Source: an optimization exercise on an open RTL-to-GDS flow (aim: small area). Production flows keep margins and buffers that such runs may drop.
In this exercise RTL edits were held to simulation tests only and were not proved equivalent to the original.
Power is estimated from default activity; no workload was simulated.

==> design/flow/design.v <==
module cpu(out, in, clk, reset);
input  [7:0] in;
input        clk, reset;
output [7:0] out;
reg [7:0] out;
reg [7:0] reg_a, reg_b, reg_c;
reg [7:0] m0, m1, m2, m3, m4, m5, m6, m7;
reg [7:0] m8, m9, m10, m11, m12, m13, m14, m15;
reg [3:0] op;       
reg [3:0] n;        
reg       skip;     
reg       outm;     
reg       wr_q;     
reg       actn_q;   
reg       ph;       
wire exec = ~skip & ~outm;
wire op_in  = exec & ((op == 4'h6) | (op == 4'h7) | (op == 4'h8) | (op == 4'ha));
wire op_a   = exec & ((op == 4'h6) | (op == 4'hd));
wire op_b   = exec & ((op == 4'h7) | (op == 4'he));
wire op_alu = exec & ~op[3] & ~(op[2] & op[1]);
wire op_ld  = exec & (op == 4'ha);
wire op_om  = exec & (op == 4'hc);
wire op_oc  = exec & (op == 4'hb);
wire [7:0] bus = (op[3] & (op[0] | op[1])) ? reg_c : in;
reg  [7:0] x, y;
reg        cin;
always @* begin
	x = reg_a; y = reg_b; cin = 1'b0;
	case (op[2:0])
	3'b000: begin y = reg_b;  cin = 1'b0; end
	3'b001: begin y = ~reg_b; cin = 1'b1; end
	3'b010: begin y = 8'h00;  cin = 1'b1; end
	3'b011: begin y = 8'hff;  cin = 1'b0; end
	3'b100: begin y = reg_b;  cin = 1'b1; end
	default: begin x = ~reg_a; y = 8'h00; cin = 1'b1; end
	endcase
end
wire [8:0] cy;
assign cy[0] = cin;
genvar i;
generate for (i = 0; i < 8; i = i + 1) begin : add
	assign cy[i+1] = (x[i] & y[i]) | (x[i] & cy[i]) | (y[i] & cy[i]);
end endgenerate
wire [7:0] alu = x ^ y ^ cy[7:0];
wire [15:0] dec = 16'h0001 << n;
wire [15:0] we  = {16{wr_q & ~reset}} & dec;
wire [15:0] wen = {16{actn_q | reset}} | ~dec;
wire [7:0] rdq = ({8{wen[0]}}  | m0)  & ({8{wen[1]}}  | m1)  & ({8{wen[2]}}  | m2)  & ({8{wen[3]}}  | m3)
               & ({8{wen[4]}}  | m4)  & ({8{wen[5]}}  | m5)  & ({8{wen[6]}}  | m6)  & ({8{wen[7]}}  | m7)
               & ({8{wen[8]}}  | m8)  & ({8{wen[9]}}  | m9)  & ({8{wen[10]}} | m10) & ({8{wen[11]}} | m11)
               & ({8{wen[12]}} | m12) & ({8{wen[13]}} | m13) & ({8{wen[14]}} | m14) & ({8{wen[15]}} | m15);
wire [7:0] rd = rdq ^ {8{ph}};
wire [7:0]  wd  = (bus ^ {8{ph}}) | {8{op_ld | outm}};
always @(posedge clk) begin
	ph <= ~ph;
	m0  <= ~(({8{we[0]}}  | m0)  & ({8{wen[0]}}  | wd));
	m1  <= ~(({8{we[1]}}  | m1)  & ({8{wen[1]}}  | wd));
	m2  <= ~(({8{we[2]}}  | m2)  & ({8{wen[2]}}  | wd));
	m3  <= ~(({8{we[3]}}  | m3)  & ({8{wen[3]}}  | wd));
	m4  <= ~(({8{we[4]}}  | m4)  & ({8{wen[4]}}  | wd));
	m5  <= ~(({8{we[5]}}  | m5)  & ({8{wen[5]}}  | wd));
	m6  <= ~(({8{we[6]}}  | m6)  & ({8{wen[6]}}  | wd));
	m7  <= ~(({8{we[7]}}  | m7)  & ({8{wen[7]}}  | wd));
	m8  <= ~(({8{we[8]}}  | m8)  & ({8{wen[8]}}  | wd));
	m9  <= ~(({8{we[9]}}  | m9)  & ({8{wen[9]}}  | wd));
	m10 <= ~(({8{we[10]}} | m10) & ({8{wen[10]}} | wd));
	m11 <= ~(({8{we[11]}} | m11) & ({8{wen[11]}} | wd));
	m12 <= ~(({8{we[12]}} | m12) & ({8{wen[12]}} | wd));
	m13 <= ~(({8{we[13]}} | m13) & ({8{wen[13]}} | wd));
	m14 <= ~(({8{we[14]}} | m14) & ({8{wen[14]}} | wd));
	m15 <= ~(({8{we[15]}} | m15) & ({8{wen[15]}} | wd));
end
wire nexec = ~(reset | op_in | op_om);    
wire wr_next = nexec & in[7] & ~in[6] & ~in[5];
wire act_next = wr_next | (nexec & (in[7:4] == 4'ha)) | (~reset & op_om);
always @(posedge clk) begin
	wr_q   <= wr_next;
	actn_q <= ~act_next;
end
always @(posedge clk) begin
	if (reset) begin
		reg_a <= 8'h00;
		reg_b <= 8'h00;
		reg_c <= 8'h00;
		out   <= 8'h00;
		skip  <= 1'b1;
		outm  <= 1'b0;
	end else begin
		if (op_a) reg_a <= bus;
		if (op_b) reg_b <= bus;
		if (op_alu) reg_c <= alu;
		else if (op_ld) reg_c <= rd;
		if (wr_q) out <= 8'h00;
		else if (op_oc) out <= reg_c;
		else if (outm) out <= rd;
		skip <= op_in;
		outm <= op_om;
	end
end
always @(posedge clk) begin
	op <= in[7:4];
	if (~op_om)
		n <= in[3:0];
end
endmodule
==> design/flow/flow/run.sh <==
#!/bin/bash
# Own layout flow: the standard flow (standard.sh) with
#  - the standard synthesis script, except that ABC maps the logic with an
#    area-oriented script (flow/area.abc); ABC does not touch the registers,
#  - single-size buffers on the ports,
#  - a clock tree of mid-size buffers without dummy loads.
# All tool output goes to standard.log here and ORFS's logs under orfs/logs.
set -euo pipefail
here=$(pwd)
{
  echo 'proc abc {args} {'
  echo '  set i [lsearch -exact $args -script]'
  echo "  if { \$i >= 0 } { lset args [expr {\$i + 1}] $here/flow/area.abc }"
  echo '  yosys abc {*}$args'
  echo '}'
  cat synth_recipe.tcl
} > own_synth.tcl
CTS="-sink_clustering_enable -repair_clock_nets -dont_use_dummy_load -buf_list sky130_fd_sc_hd__clkbuf_8"
bash standard.sh "SYNTH_SCRIPT=$here/own_synth.tcl" \
  "BUFFER_PORTS_ARGS=-buffer_cell sky130_fd_sc_hd__buf_1" \
  "CTS_ARGS=$CTS" finish > standard.log 2>&1
==> design/flow/flow/area.abc <==
strash
dc2
dch -f
amap
topo
==> design/flow/standard.sh <==
#!/bin/bash
# synth_recipe.tcl (not shown) runs the flow's synth.tcl, then flattens the netlist and writes it again
# the make line also repeats each setting of config.mk as NAME=value (left out here)
make -C /OpenROAD-flow-scripts/flow DESIGN_CONFIG=/design/flow/config.mk WORK_HOME=/design/flow/orfs CLKGATE_MAP_FILE= SYNTH_SCRIPT=/design/flow/synth_recipe.tcl "${@:-finish}"
==> design/flow/config.mk <==
export PLATFORM = sky130hd
export DESIGN_NAME = cpu
export DESIGN_NICKNAME = cpu
export VERILOG_FILES = /design/flow/design.v
export SDC_FILE = /design/flow/constraint.sdc
export NUM_CORES = 4
export LEC_CHECK = 0
export CAP_MARGIN = 20
export CORE_MARGIN = 2
export CORE_UTILIZATION = 55
export GPL_TIMING_DRIVEN = 0
export PLACE_DENSITY = 0.75
export SLEW_MARGIN = 20
==> design/flow/constraint.sdc <==
create_clock -name core_clock -period 5.0 [get_ports {clk}]
set_input_delay 1.0000 -clock core_clock [delete_from_list [all_inputs] [get_ports {clk}]]
set_output_delay 1.0000 -clock core_clock [all_outputs]
set_load 0.01 [all_outputs]
==> summary.txt, run 1 <==
# TYPE chip_impl_metric gauge
chip_impl_metric{name="nets",unit=""} 704
chip_impl_info{name="run_status",value="complete, no violations"} 1
chip_impl_metric{name="net-switching-power",unit="W"} 0.000589
chip_impl_metric{name="final_max_slew_viols",unit=""} 0
chip_impl_metric{name="power_frac_comb",unit="%"} 7.9
chip_impl_metric{name="yosysTopAreaCellShare",unit="%"} 53.5
chip_impl_metric{name="gr-total-overflow",unit=""} 0
chip_impl_metric{name="clk_transition_reported_paths",unit="ns"} 0.08
chip_impl_metric{name="die_w",unit="um"} 111
chip_impl_metric{name="cts_hold_buffers",unit=""} 0
chip_impl_metric{name="wire_per_inst",unit="um"} 21.9
chip_impl_metric{name="fin_tns_setup",unit="ns"} 0
chip_impl_metric{name="crit_path_required_time",unit="ns"} 5.33
chip_impl_metric{name="worst_skew_pair.late_latency",unit="ns"} 0.47
chip_impl_metric{name="htree_levels",unit=""} 4
chip_impl_metric{name="dpl.hpwl",unit="um"} 11900
chip_impl_metric{name="ir_worst_vdd",unit="uV"} 257
chip_impl_metric{name="postSynthNetCount",unit=""} 662
chip_impl_info{name="synthDominantAreaCellType",value="sky130_fd_sc_hd__dfxtp_1"} 1
chip_impl_metric{name="post_synth_inst_count",unit=""} 645
chip_impl_metric{name="layout_min_cycle_time",unit="ns"} 4.77
chip_impl_info{name="timing_worst_setup_path_type",value="reg -> reg"} 1
chip_impl_metric{name="static-leakage-power",unit="nW"} 2.46
chip_impl_info{name="cts_tree",value="built"} 1
chip_impl_metric{name="routed_antenna_nets",unit=""} 0
chip_impl_metric{name="synth.cell_area",unit="sq um"} 6320
chip_impl_metric{name="critical_path_arrival",unit="ns"} 5.09
chip_impl_metric{name="num_io_pins",unit=""} 18
chip_impl_metric{name="internal-power",unit="W"} 0.00183
chip_impl_metric{name="globalRouteTotalUtil",unit="%"} 29.4
chip_impl_metric{name="layout_cells_sized_above_1",unit="%"} 7.15
chip_impl_metric{name="fin_worst_hold_slack",unit="ns"} 0.452
chip_impl_metric{name="rows",unit=""} 39
chip_impl_metric{name="synthesis.area_per_instance",unit="sq um"} 9.80
chip_impl_metric{name="die_height",unit="um"} 111
chip_impl_metric{name="maximum_capacitance_violations",unit=""} 0
chip_impl_metric{name="dr.first_iter.drc_count",unit=""} 642
chip_impl_metric{name="clk_path_buf_depth",unit=""} 2
chip_impl_metric{name="drt_first_pass_iters",unit=""} 6
chip_impl_info{name="cts-root-buf",value="sky130_fd_sc_hd__clkbuf_8"} 1
chip_impl_metric{name="clkSinkCount",unit=""} 173
chip_impl_metric{name="slew-limit-headroom",unit="%"} 18.5
chip_impl_metric{name="hold_viol",unit=""} 0
chip_impl_metric{name="wirelength",unit="um"} 18100
chip_impl_metric{name="fmaxAchievable",unit="MHz"} 210
chip_impl_metric{name="netSwitchingFraction",unit="%"} 24.3
chip_impl_metric{name="drt-vias-per-instance",unit=""} 7.03
chip_impl_metric{name="synth_seq_cells",unit=""} 173
chip_impl_metric{name="grt_max_degree",unit=""} 26
chip_impl_metric{name="share_clk_of_total_power",unit="%"} 29.9
chip_impl_metric{name="insertedDiodeCount",unit=""} 0
chip_impl_metric{name="worst_clock_skew",unit="ns"} 0.0283
chip_impl_metric{name="synth.yosys.seq_area_share",unit="%"} 55.4
chip_impl_metric{name="crit_path_max_fanout",unit=""} 4
chip_impl_metric{name="place_congestion",unit=""} 0.898
chip_impl_info{name="rsz0062_at_grt",value="no"} 1
chip_impl_metric{name="netlist-cell-type-count",unit=""} 26
chip_impl_info{name="most_common_cell_after_layout_fill_and_taps_aside",value="sky130_fd_sc_hd__o22ai_1"} 1
chip_impl_metric{name="grt_pass1_vias",unit=""} 5346
chip_impl_metric{name="route.vias.total",unit=""} 5817
chip_impl_metric{name="die_area",unit="sq um"} 12400
chip_impl_metric{name="max_slew.worst_pin.slew",unit="ns"} 1.21
chip_impl_metric{name="drc_errors_left",unit=""} 0
chip_impl_metric{name="grt_antenna_before_repair",unit=""} 0
chip_impl_metric{name="grt_first_pass_wirelength",unit="um"} 28600
chip_impl_metric{name="core_area",unit="sq um"} 11300
chip_impl_info{name="commonest_cells_after_routing_fill_and_taps_aside",value="sky130_fd_sc_hd__o22ai_1 (205), sky130_fd_sc_hd__dfxtp_1 (166), sky130_fd_sc_hd__nor2_1 (69)"} 1
chip_impl_metric{name="placement.io_buffers",unit=""} 17
chip_impl_metric{name="count_of_synthesis_stage_warnings_from_yosys",unit=""} 1
chip_impl_metric{name="sequentialPowerShare",unit="%"} 62.2
chip_impl_metric{name="number_of_buffers_added_by_the_clock_tree_synthesis_step",unit=""} 17
chip_impl_metric{name="areaGrowthSynthToFinish",unit="%"} 9.96
chip_impl_metric{name="timing.final.crit_share",unit="%"} 95.3
chip_impl_info{name="timing.critical_path.to_type",value="flip-flop"} 1
chip_impl_info{name="synth.top_cells.by_area",value="sky130_fd_sc_hd__dfxtp_1 (54%), sky130_fd_sc_hd__o22ai_1 (20%), sky130_fd_sc_hd__nor2_1 (4.2%)"} 1
chip_impl_metric{name="num-fill-cells",unit=""} 962
chip_impl_info{name="critPathLaunchType",value="flip-flop"} 1
chip_impl_metric{name="finalSetupViolCount",unit=""} 0
chip_impl_info{name="hold_path_class",value="reg -> reg"} 1
chip_impl_metric{name="initial_utilization",unit="%"} 55.8
chip_impl_metric{name="pwr_density_cell",unit="nW/um^2"} 349
power by group through the flow:
| stage | Clock (W) | Sequential, W | Combinational [W] |
|---|---|---|---|
| final | 0.000724 | 0.00151 | 0.000190 |
| after CTS | 0.000729 | 0.00151 | 0.000182 |
| after global routing | 0.000787 | 0.00152 | 0.000211 |
| after floorplan | 0 | 0.00153 | 0.000127 |
| after global placement | 0 | 0.00153 | 0.000167 |
| after detailed placement | 0 | 0.00154 | 0.000175 |
worst max-delay path, cell delays in order (launching register included):
cell and delay, ns:
sky130_fd_sc_hd__dfxtp_4 0.39, sky130_fd_sc_hd__clkinvlp_4 0.13, sky130_fd_sc_hd__nor2_4 0.16, sky130_fd_sc_hd__nor3_1 0.11, sky130_fd_sc_hd__fa_2 0.43, sky130_fd_sc_hd__fa_2 0.41, sky130_fd_sc_hd__fa_2 0.41, sky130_fd_sc_hd__fa_2 0.41
sky130_fd_sc_hd__fa_2 0.41, sky130_fd_sc_hd__fa_2 0.41, sky130_fd_sc_hd__fa_2 0.41, sky130_fd_sc_hd__nor2_1 0.14, sky130_fd_sc_hd__a21oi_2 0.05, sky130_fd_sc_hd__nor2_1 0.09, sky130_fd_sc_hd__a21oi_1 0.05, sky130_fd_sc_hd__or2_0 0.23
sky130_fd_sc_hd__a31oi_1 0.16, sky130_fd_sc_hd__o21ai_0 0.11, sky130_fd_sc_hd__o311a_1 0.13
synth_stat cells, drive strengths merged:
master / count
o22ai: 205
dfxtp: 169
nor2: 71
clkinv: 30
or3: 29
a21oi: 21
nor3: 17
or4: 16
a22oi: 13
a221oi: 11
nand2: 11
o21ai: 11
a222oi: 8
fa: 7
or2: 6
edfxtp: 4
nand3: 4
a211oi: 3
o22a: 2
a31oi: 1
nor2b: 1
nor4: 1
nor4b: 1
o21a: 1
o311a: 1
o311ai: 1
timing repair:
action	in CTS	in global routing
pin swaps	3	1
setup buffers	4	1
endpoints found under the setup margin	1	1
endpoints found under the hold margin	0	0
gates resized for setup	9	8
kinds of logic after synthesis:
kind of cell / count (synthesis) / synth area share [%]
adder cells (fa/ha/maj): 7 / 2.22
buffers and inverters: 30 / 1.78
AO/OA/AOI/OAI: 278 / 28.3
AND/OR/NAND/NOR: 157 / 12.2
flip-flops: 173 / 55.4
final cells by class:
type	instances	area [sq um]	share of cell area [%]
clock buffer	17	234	3.37
inverter	30	120	1.73
multi-input combinational	442	2800	40.2
sequential	173	3510	50.5
tap	143	179	2.58
timing repair buffer	23	108	1.55
layer usage:
| metal | part of all wire (%) | global-route usage [%] | vias up |
|---|---|---|---|
| met5 | 0 | 0 | - |
| met4 | 3.6 | 12.4 | 0 |
| met3 | 8.4 | 7.11 | 48 |
| met2 | 46 | 45.4 | 317 |
| met1 | 42 | 39.7 | 2781 |
| li1 | - | - | 2671 |
metrics by stage:
step | std cells | util [%] | cell area, sq um | power [W] | setup WS, ns
final | 828 | 61.4 | 6950 | 0.00242 | 0.233
after global routing | 828 | 61.4 | 6950 | 0.00251 | 0.0202
after CTS | 826 | 60.8 | 6890 | 0.00242 | 0.00991
after detailed placement | 805 | 58.3 | 6600 | 0.00171 | -0.412
after global placement | 805 | 58.1 | 6580 | 0.00170 | -0.341
after floorplan | 645 | - | 6330 | 0.00165 | 0.00353
path summary, 6_finish.rpt:
kind                                startpoint  cells after the start  slack (ns)                    end
worst min-delay path            m14[1]$_DFF_P_                      1        0.45         m14[1]$_DFF_P_
worst max-delay path             op[0]$_DFF_P_                     18        0.23  reg_c[7]$_SDFFE_PP0P_
worst min register to register  m14[1]$_DFF_P_                      1        0.45         m14[1]$_DFF_P_
worst max register to register   op[0]$_DFF_P_                     18        0.23  reg_c[7]$_SDFFE_PP0P_
==> inputs of run 2 (changes only) <==
--- a/design/flow/config.mk
+++ b/design/flow/config.mk
@@ -9,5 +9,4 @@
 export CORE_MARGIN = 2
 export CORE_UTILIZATION = 55
 export GPL_TIMING_DRIVEN = 0
-export PLACE_DENSITY = 0.75
 export SLEW_MARGIN = 20
==> run 2 against run 1 <==
Against the previous run: register-to-register slack better by 0.02 ns; worst hold slack lost 0.0031 ns; highest routed layer unchanged; fmax increased by 0.40%; area after synthesis unchanged; clock power is 1% lower; critical path depth is the same; largest cell class unchanged.
==> summary.txt, run 2 <==
# TYPE chip_impl_metric gauge
chip_impl_info{name="run_status",value="complete, no violations"} 1
chip_impl_metric{name="finalSetupViolCount",unit=""} 0
chip_impl_metric{name="insertedDiodeCount",unit=""} 0
chip_impl_info{name="rsz0062_at_grt",value="no"} 1
chip_impl_info{name="critPathLaunchType",value="flip-flop"} 1
chip_impl_metric{name="worst_skew_pair.late_latency",unit="ns"} 0.47
chip_impl_metric{name="crit_path_required_time",unit="ns"} 5.34
chip_impl_metric{name="timing.final.crit_share",unit="%"} 95.0
chip_impl_metric{name="die_area",unit="sq um"} 12400
chip_impl_metric{name="gr-total-overflow",unit=""} 0
chip_impl_metric{name="dpl.hpwl",unit="um"} 12400
chip_impl_metric{name="maximum_capacitance_violations",unit=""} 0
chip_impl_metric{name="areaGrowthSynthToFinish",unit="%"} 9.94
chip_impl_metric{name="drt-vias-per-instance",unit=""} 6.87
chip_impl_metric{name="fin_tns_setup",unit="ns"} 0
chip_impl_metric{name="ir_worst_vdd",unit="uV"} 211
chip_impl_metric{name="clk_transition_reported_paths",unit="ns"} 0.07
chip_impl_info{name="timing.critical_path.to_type",value="flip-flop"} 1
chip_impl_metric{name="postSynthNetCount",unit=""} 662
chip_impl_metric{name="cpPeakStageDelay",unit="ns"} 0.46
chip_impl_metric{name="synth_seq_cells",unit=""} 173
chip_impl_metric{name="die_w",unit="um"} 111
chip_impl_metric{name="clk_path_buf_depth",unit=""} 2
chip_impl_metric{name="grt_antenna_before_repair",unit=""} 0
chip_impl_info{name="critical_path.slowest_cell",value="sky130_fd_sc_hd__fa_1"} 1
chip_impl_metric{name="place_congestion",unit=""} 0.878
chip_impl_info{name="cp_common_cell",value="sky130_fd_sc_hd__fa_2"} 1
chip_impl_metric{name="dr.first_iter.drc_count",unit=""} 585
chip_impl_metric{name="die_height",unit="um"} 111
chip_impl_metric{name="layout_cells_sized_above_1",unit="%"} 6.82
chip_impl_info{name="synth.top_cells.by_area",value="sky130_fd_sc_hd__dfxtp_1 (54%), sky130_fd_sc_hd__o22ai_1 (20%), sky130_fd_sc_hd__nor2_1 (4.2%)"} 1
chip_impl_metric{name="crit_path_max_fanout",unit=""} 7
chip_impl_metric{name="hold_viol",unit=""} 0
chip_impl_info{name="cts-root-buf",value="sky130_fd_sc_hd__clkbuf_8"} 1
chip_impl_metric{name="yosysTopAreaCellShare",unit="%"} 53.5
chip_impl_metric{name="grt_pass1_vias",unit=""} 5342
chip_impl_metric{name="initial_utilization",unit="%"} 55.8
chip_impl_metric{name="slew-limit-headroom",unit="%"} 21.6
chip_impl_metric{name="clkSinkCount",unit=""} 173
chip_impl_metric{name="worst_clock_skew",unit="ns"} 0.0222
chip_impl_metric{name="globalRouteTotalUtil",unit="%"} 30.2
chip_impl_metric{name="internal-power",unit="W"} 0.00183
chip_impl_metric{name="fmaxAchievable",unit="MHz"} 211
chip_impl_metric{name="drt_first_pass_iters",unit=""} 5
chip_impl_info{name="commonest_cells_after_routing_fill_and_taps_aside",value="sky130_fd_sc_hd__o22ai_1 (205), sky130_fd_sc_hd__dfxtp_1 (166), sky130_fd_sc_hd__nor2_1 (68)"} 1
chip_impl_metric{name="final_max_slew_viols",unit=""} 0
chip_impl_metric{name="pwr_density_cell",unit="nW/um^2"} 347
chip_impl_info{name="cts_tree",value="built"} 1
chip_impl_metric{name="number_of_synthesized_flops_with_an_enable_pin",unit=""} 4
chip_impl_metric{name="cts_hold_buffers",unit=""} 0
chip_impl_metric{name="core_area",unit="sq um"} 11300
chip_impl_metric{name="count_of_synthesis_stage_warnings_from_yosys",unit=""} 1
chip_impl_info{name="synth_common_cells",value="sky130_fd_sc_hd__o22ai_1 (205), sky130_fd_sc_hd__dfxtp_1 (169), sky130_fd_sc_hd__nor2_1 (71), sky130_fd_sc_hd__clkinv_1 (30), sky130_fd_sc_hd__or3_1 (29)"} 1
chip_impl_info{name="crit_chain",value="clkinv_2, nor2_4, nor3_1, fa_2, fa_2, fa_2, fa_2, fa_1, fa_2, fa_1, nor2_1, a21oi_1, nor2_1, a21oi_1, or2_0, a31oi_1, o21ai_0, o311a_1"} 1
chip_impl_metric{name="max_slew.worst_pin.slew",unit="ns"} 1.17
chip_impl_metric{name="report.power.total",unit="W"} 0.00241
chip_impl_info{name="top_flip_flop_cell_by_instance_count_after_synthesis",value="sky130_fd_sc_hd__dfxtp_1"} 1
chip_impl_metric{name="nets",unit=""} 708
chip_impl_metric{name="route.vias.total",unit=""} 5713
chip_impl_metric{name="sequentialPowerShare",unit="%"} 62.5
chip_impl_metric{name="htree_levels",unit=""} 4
chip_impl_metric{name="routed_antenna_nets",unit=""} 0
chip_impl_metric{name="net-switching-power",unit="W"} 0.000578
chip_impl_metric{name="grt_first_pass_wirelength",unit="um"} 28900
chip_impl_metric{name="static-leakage-power",unit="nW"} 2.48
chip_impl_info{name="timing_worst_setup_path_type",value="reg -> reg"} 1
chip_impl_metric{name="critical_path_arrival",unit="ns"} 5.09
chip_impl_metric{name="synth.yosys.seq_area_share",unit="%"} 55.4
chip_impl_metric{name="drc_errors_left",unit=""} 0
chip_impl_metric{name="wire_per_inst",unit="um"} 21.9
chip_impl_info{name="synthMostInstantiatedCell",value="sky130_fd_sc_hd__o22ai_1"} 1
chip_impl_metric{name="final-instance-count-excl-fill",unit=""} 832
chip_impl_info{name="synthDominantAreaCellType",value="sky130_fd_sc_hd__dfxtp_1"} 1
chip_impl_info{name="hold_path_class",value="reg -> reg"} 1
chip_impl_metric{name="wirelength",unit="um"} 18200
chip_impl_metric{name="placement.io_buffers",unit=""} 17
chip_impl_metric{name="layout_min_cycle_time",unit="ns"} 4.75
chip_impl_metric{name="num-fill-cells",unit=""} 966
chip_impl_metric{name="share_clk_of_total_power",unit="%"} 29.7
chip_impl_info{name="most_common_cell_after_layout_fill_and_taps_aside",value="sky130_fd_sc_hd__o22ai_1"} 1
chip_impl_metric{name="synthesis.area_per_instance",unit="sq um"} 9.80
chip_impl_metric{name="netSwitchingFraction",unit="%"} 24.0
chip_impl_metric{name="number_of_buffers_added_by_the_clock_tree_synthesis_step",unit=""} 17
chip_impl_metric{name="grt_max_degree",unit=""} 26
chip_impl_metric{name="synth.cell_area",unit="sq um"} 6320
chip_impl_metric{name="post_synth_inst_count",unit=""} 645
chip_impl_metric{name="netlist-cell-type-count",unit=""} 26
chip_impl_metric{name="dpl.cell_count",unit=""} 806
chip_impl_metric{name="asyncSetResetFlopFracSynth",unit="%"} 0
chip_impl_metric{name="power_frac_comb",unit="%"} 7.9
chip_impl_metric{name="rows",unit=""} 39
chip_impl_metric{name="num_io_pins",unit=""} 18
-- run 2: cell counts after synthesis --
Identical to the previous run, type by type.
-- run 2: cell families after synthesis --
logic type                 share of synthesized area [%]
AOI/OAI and AO/OA                                   28.3
adders and majority gates                           2.22
buffers and inverters                               1.78
DFF                                                 55.4
and+or+nand+nor                                     12.2
-- run 2: worst max-delay path: cells and delay by family, from the launching register on --
kind            cells  cell delay (ns)
compound gates      5             0.54
fa+ha+maj           7             2.95
buf+inv             1             0.11
flops               1             0.40
simple gates        5             0.64
-- run 2: path summary, 6_finish.rpt --
check	from	end	slack (ns)	cells past startpoint
worst max-delay path	op[0]$_DFF_P_	reg_c[7]$_SDFFE_PP0P_	0.25	18
worst min-delay path	m13[3]$_DFF_P_	m13[3]$_DFF_P_	0.45	1
worst max register to register	op[0]$_DFF_P_	reg_c[7]$_SDFFE_PP0P_	0.25	18
worst min register to register	m13[3]$_DFF_P_	m13[3]$_DFF_P_	0.45	1
-- run 2: layer usage --
| layer | vias to the layer above | global-route usage, % | part of all wire [%] |
|---|---|---|---|
| li1 | 2671 | - | - |
| met1 | 2739 | 39.6 | 43 |
| met2 | 256 | 47.5 | 47 |
| met3 | 47 | 6.67 | 6.0 |
| met4 | 0 | 14.6 | 4.0 |
| met5 | - | 0 | 0 |
-- run 2: power groups by stage --
stage                     clock (W)  sequential [W]  combinational, W
final                      0.000716         0.00151          0.000190
after global routing       0.000773         0.00151          0.000210
after CTS                  0.000725         0.00150          0.000184
after detailed placement          0         0.00154          0.000177
after global placement            0         0.00153          0.000170
after floorplan                   0         0.00153          0.000127
-- run 2: final cells by class --
| cell class | instances | area, sq um | area share, % |
|---|---|---|---|
| timing repair buffer | 27 | 138 | 1.98 |
| tap | 143 | 179 | 2.58 |
| inverter | 30 | 115 | 1.66 |
| clock buffer | 17 | 234 | 3.37 |
| sequential | 173 | 3510 | 50.6 |
| multi-input combinational | 442 | 2770 | 39.9 |
-- run 2: what timing repair did --
item	in CTS	in global routing
pin swaps	2	1
endpoints found under the setup margin	1	1
gates cloned	0	0
gates resized for setup	10	5
setup buffers	6	1
-- run 2: per-stage QoR --
| stage | worst slack (ns) | utilization [%] | cell area [sq um] | hold slack (ns) |
|---|---|---|---|---|
| CTS | 0.0334 | 61.1 | 6910 | 0.452 |
| detailed placement | -0.368 | 58.4 | 6610 | 0.442 |
| global placement | -0.320 | 58.1 | 6580 | 0.437 |
| floorplan | 0.00353 | - | 6330 | 0.426 |
| finish | 0.252 | 61.4 | 6950 | 0.449 |
| global route | 0.0346 | 61.4 | 6950 | 0.464 |
==> inputs of run 3 (changes only) <==
--- a/design/flow/config.mk
+++ b/design/flow/config.mk
@@ -7,6 +7,7 @@
 export LEC_CHECK = 0
 export CAP_MARGIN = 20
 export CORE_MARGIN = 2
-export CORE_UTILIZATION = 55
+export CORE_UTILIZATION = 50
+export GPL_ROUTABILITY_DRIVEN = 0
 export GPL_TIMING_DRIVEN = 0
 export SLEW_MARGIN = 20
==> run 3 against run 2 <==
Against the previous run: still clean on timing, DRC and antenna; clock skew up 0.010 ns; design area up 0.97%; register-to-register slack worse by 0.02 ns; area after synthesis unchanged; combinational power up 3%; global-route usage down 1.3 points; critical endpoint unchanged.
==> summary.txt, run 3 <==
# TYPE chip_impl_metric gauge
chip_impl_metric{name="slew-limit-headroom",unit="%"} 23.0
chip_impl_metric{name="dpl.cell_count",unit=""} 834
chip_impl_metric{name="max_slew.worst_pin.slew",unit="ns"} 1.15
chip_impl_metric{name="crit_path_required_time",unit="ns"} 5.32
chip_impl_metric{name="core_area",unit="sq um"} 12500
chip_impl_metric{name="placement.io_buffers",unit=""} 17
chip_impl_metric{name="synth.yosys.seq_area_share",unit="%"} 55.4
chip_impl_info{name="cts-root-buf",value="sky130_fd_sc_hd__clkbuf_8"} 1
chip_impl_metric{name="synthesis.area_per_instance",unit="sq um"} 9.80
chip_impl_metric{name="dr.first_iter.drc_count",unit=""} 523
chip_impl_metric{name="static-leakage-power",unit="nW"} 2.47
chip_impl_metric{name="internal-power",unit="W"} 0.00184
chip_impl_metric{name="worst_skew_pair.late_latency",unit="ns"} 0.46
chip_impl_metric{name="globalRouteTotalUtil",unit="%"} 28.9
chip_impl_metric{name="clk_transition_reported_paths",unit="ns"} 0.08
chip_impl_metric{name="num_io_pins",unit=""} 18
chip_impl_metric{name="count_of_synthesis_stage_warnings_from_yosys",unit=""} 1
chip_impl_metric{name="wirelength",unit="um"} 18800
chip_impl_info{name="run_status",value="complete, no violations"} 1
chip_impl_metric{name="initial_utilization",unit="%"} 50.7
chip_impl_info{name="synth_common_cells",value="sky130_fd_sc_hd__o22ai_1 (205), sky130_fd_sc_hd__dfxtp_1 (169), sky130_fd_sc_hd__nor2_1 (71), sky130_fd_sc_hd__clkinv_1 (30), sky130_fd_sc_hd__or3_1 (29)"} 1
chip_impl_metric{name="crit_path_max_fanout",unit=""} 4
chip_impl_metric{name="final-instance-count-excl-fill",unit=""} 859
chip_impl_metric{name="drc_errors_left",unit=""} 0
chip_impl_metric{name="number_of_buffers_added_by_the_clock_tree_synthesis_step",unit=""} 17
chip_impl_metric{name="post_synth_inst_count",unit=""} 645
chip_impl_info{name="commonest_cells_after_routing_fill_and_taps_aside",value="sky130_fd_sc_hd__o22ai_1 (205), sky130_fd_sc_hd__dfxtp_1 (166), sky130_fd_sc_hd__nor2_1 (68)"} 1
chip_impl_metric{name="netlist-cell-type-count",unit=""} 26
chip_impl_metric{name="maximum_capacitance_violations",unit=""} 0
chip_impl_metric{name="clkSinkCount",unit=""} 173
chip_impl_info{name="timing_worst_setup_path_type",value="reg -> reg"} 1
chip_impl_metric{name="die_height",unit="um"} 116
chip_impl_metric{name="htree_levels",unit=""} 4
chip_impl_metric{name="grt_max_degree",unit=""} 26
chip_impl_metric{name="grt_antenna_before_repair",unit=""} 0
chip_impl_metric{name="postSynthNetCount",unit=""} 662
chip_impl_metric{name="asyncSetResetFlopFracSynth",unit="%"} 0
chip_impl_metric{name="critical_path_arrival",unit="ns"} 5.09
chip_impl_metric{name="nets",unit=""} 706
chip_impl_metric{name="grt_first_pass_wirelength",unit="um"} 29200
chip_impl_info{name="cts_tree",value="built"} 1
chip_impl_metric{name="worst_clock_skew",unit="ns"} 0.0327
chip_impl_metric{name="synth.cell_area",unit="sq um"} 6320
chip_impl_metric{name="finalSetupViolCount",unit=""} 0
chip_impl_info{name="hold_path_class",value="reg -> reg"} 1
chip_impl_metric{name="yosysTopAreaCellShare",unit="%"} 53.5
chip_impl_info{name="synth.top_cells.by_area",value="sky130_fd_sc_hd__dfxtp_1 (54%), sky130_fd_sc_hd__o22ai_1 (20%), sky130_fd_sc_hd__nor2_1 (4.2%)"} 1
chip_impl_metric{name="synth_seq_cells",unit=""} 173
chip_impl_metric{name="dpl.hpwl",unit="um"} 12700
chip_impl_info{name="most_common_cell_after_layout_fill_and_taps_aside",value="sky130_fd_sc_hd__o22ai_1"} 1
chip_impl_metric{name="reg2reg_slack",unit="ns"} 0.23
chip_impl_metric{name="die_area",unit="sq um"} 13600
chip_impl_metric{name="final_max_slew_viols",unit=""} 0
chip_impl_metric{name="setup_ws_final",unit="ns"} 0.231
chip_impl_metric{name="share_clk_of_total_power",unit="%"} 29.8
chip_impl_info{name="synthMostInstantiatedCell",value="sky130_fd_sc_hd__o22ai_1"} 1
chip_impl_metric{name="layout_cells_sized_above_1",unit="%"} 7.86
chip_impl_metric{name="route.vias.total",unit=""} 5645
chip_impl_metric{name="die_w",unit="um"} 116
chip_impl_metric{name="wire_per_inst",unit="um"} 21.9
chip_impl_metric{name="net-switching-power",unit="W"} 0.000586
chip_impl_metric{name="ir_worst_vdd",unit="uV"} 202
chip_impl_metric{name="insertedDiodeCount",unit=""} 0
chip_impl_metric{name="grt_pass1_vias",unit=""} 5217
chip_impl_metric{name="fmaxAchievable",unit="MHz"} 210
chip_impl_metric{name="clk_path_buf_depth",unit=""} 2
chip_impl_metric{name="number_of_synthesized_flops_with_an_enable_pin",unit=""} 4
chip_impl_info{name="synthDominantAreaCellType",value="sky130_fd_sc_hd__dfxtp_1"} 1
chip_impl_metric{name="dp_slack",unit="ns"} -0.391
chip_impl_metric{name="stdcell_area",unit="sq um"} 7010
chip_impl_info{name="timing.critical_path.to_type",value="flip-flop"} 1
chip_impl_metric{name="drt-vias-per-instance",unit=""} 6.57
chip_impl_metric{name="power_frac_comb",unit="%"} 8.0
chip_impl_metric{name="rows",unit=""} 41
chip_impl_metric{name="pwr_density_cell",unit="nW/um^2"} 345
chip_impl_metric{name="placement.cell_area",unit="sq um"} 6650
chip_impl_metric{name="routed_antenna_nets",unit=""} 0
chip_impl_info{name="top_flip_flop_cell_by_instance_count_after_synthesis",value="sky130_fd_sc_hd__dfxtp_1"} 1
chip_impl_metric{name="timing.final.crit_share",unit="%"} 95.4
chip_impl_metric{name="netSwitchingFraction",unit="%"} 24.2
chip_impl_metric{name="sequentialPowerShare",unit="%"} 62.2
chip_impl_metric{name="report.power.total",unit="W"} 0.00242
chip_impl_metric{name="hold_viol",unit=""} 0
chip_impl_metric{name="areaGrowthSynthToFinish",unit="%"} 11.0
chip_impl_metric{name="gr-total-overflow",unit=""} 0
chip_impl_info{name="critPathLaunchType",value="flip-flop"} 1
chip_impl_metric{name="drt_first_pass_iters",unit=""} 6
chip_impl_metric{name="layout_min_cycle_time",unit="ns"} 4.77
[run 3: critical path, cell delays in order, from the launching register on]
cell	delay (ns)
sky130_fd_sc_hd__dfxtp_4	0.38
sky130_fd_sc_hd__clkinvlp_4	0.13
sky130_fd_sc_hd__nor2_4	0.15
sky130_fd_sc_hd__nor3_1	0.11
sky130_fd_sc_hd__fa_2	0.41
sky130_fd_sc_hd__fa_2	0.40
sky130_fd_sc_hd__fa_2	0.40
sky130_fd_sc_hd__fa_2	0.42
sky130_fd_sc_hd__fa_1	0.47
sky130_fd_sc_hd__fa_2	0.41
sky130_fd_sc_hd__fa_2	0.41
sky130_fd_sc_hd__nor2_1	0.14
sky130_fd_sc_hd__a21oi_2	0.06
sky130_fd_sc_hd__nor2_1	0.09
sky130_fd_sc_hd__a21oi_1	0.06
sky130_fd_sc_hd__or2_0	0.23
sky130_fd_sc_hd__a31oi_1	0.16
sky130_fd_sc_hd__o21ai_1	0.09
sky130_fd_sc_hd__o311a_1	0.12
[run 3: worst paths after layout]
check	start	end	cells after the start
setup / recovery	op[0]$_DFF_P_	reg_c[7]$_SDFFE_PP0P_	18
hold / removal	m13[3]$_DFF_P_	m13[3]$_DFF_P_	1
hold reg to reg	m13[3]$_DFF_P_	m13[3]$_DFF_P_	1
setup reg to reg	op[0]$_DFF_P_	reg_c[7]$_SDFFE_PP0P_	18
[run 3: stage by stage]
| step | hold slack [ns] | util (%) | TNS [ns] |
|---|---|---|---|
| 3_3_place_gp | 0.437 | 53.0 | -0.341 |
| 5_1_grt | 0.463 | 56.3 | -0.00656 |
| 2_1_floorplan | 0.426 | - | 0 |
| 4_1_cts | 0.452 | 55.8 | 0 |
| 3_5_place_dp | 0.442 | 53.4 | -0.391 |
| 6_report | 0.446 | 56.3 | 0 |
[run 3: power groups by stage]
| stage | combinational [W] | sequential [W] | clock, W |
|---|---|---|---|
| finish | 0.000195 | 0.00151 | 0.000721 |
| global placement | 0.000171 | 0.00153 | 0 |
| global route | 0.000216 | 0.00151 | 0.000793 |
| CTS | 0.000187 | 0.00150 | 0.000733 |
| floorplan | 0.000127 | 0.00153 | 0 |
| detailed placement | 0.000179 | 0.00154 | 0 |
[run 3: cell families (layout without fill, tap and decap cells)]
family | after synthesis | in the layout | synth area share (%)
AOI/OAI and AO/OA | 278 | 278 | 28.3
adders and majority gates | 7 | 7 | 2.22
buffers and inverters | 30 | 72 | 1.78
DFF | 173 | 173 | 55.4
and+or+nand+nor | 157 | 157 | 12.2
[run 3: area by class of cell]
cell class,count,area [sq um]
Fill cell,1131,5450
Timing Repair Buffer,25,123
Multi-Input combinational cell,442,2810
Inverter,30,120
Tap cell,172,215
Clock buffer,17,234
Sequential cell,173,3510
[run 3: metal layers]
metal	share of wire (%)	track usage, %	wire (um)	up-vias
li1	-	-	-	2666
met1	44	38.4	8280	2763
met2	48	47.1	9030	186
met3	5.0	5.35	943	30
met4	2.9	11.3	551	0
met5	0	0	0	-
[run 3: what timing repair did]
action,4_1_cts,5_1_grt
resized for setup,10,8
buffers inserted,5,2
pin swaps,3,1
hold endpoints to repair,0,0
setup endpoints to repair,1,1
hold buffers,0,0

port drivers added, routing unchanged:
No port has a modelled driver above. Below, the same layouts with a new extraction and two added sets of constraints.
Step 1: set_driving_cell puts a clkbuf_16 on clk and a buf_2 on each other input, an assumption about the parent block.
Step 2 moves the port delays by t, midway between the first and last clock arrival at a register: inputs arrive t later, outputs are due t later. That takes back most of the time a late clock gives input paths.
Slacks: no drivers / after step 1 / after step 2; pairs: no drivers / after step 1.
run	shift t [ns]	setup slack, ns	worst setup path after step 2
run 1	0.486	0.233 / 0.233 / 0.233	register to register
run 2	0.491	0.252 / 0.252 / 0.252	register to register
run 3	0.484	0.231 / 0.231 / 0.231	register to register
After both steps setup and hold are still met in every run listed.
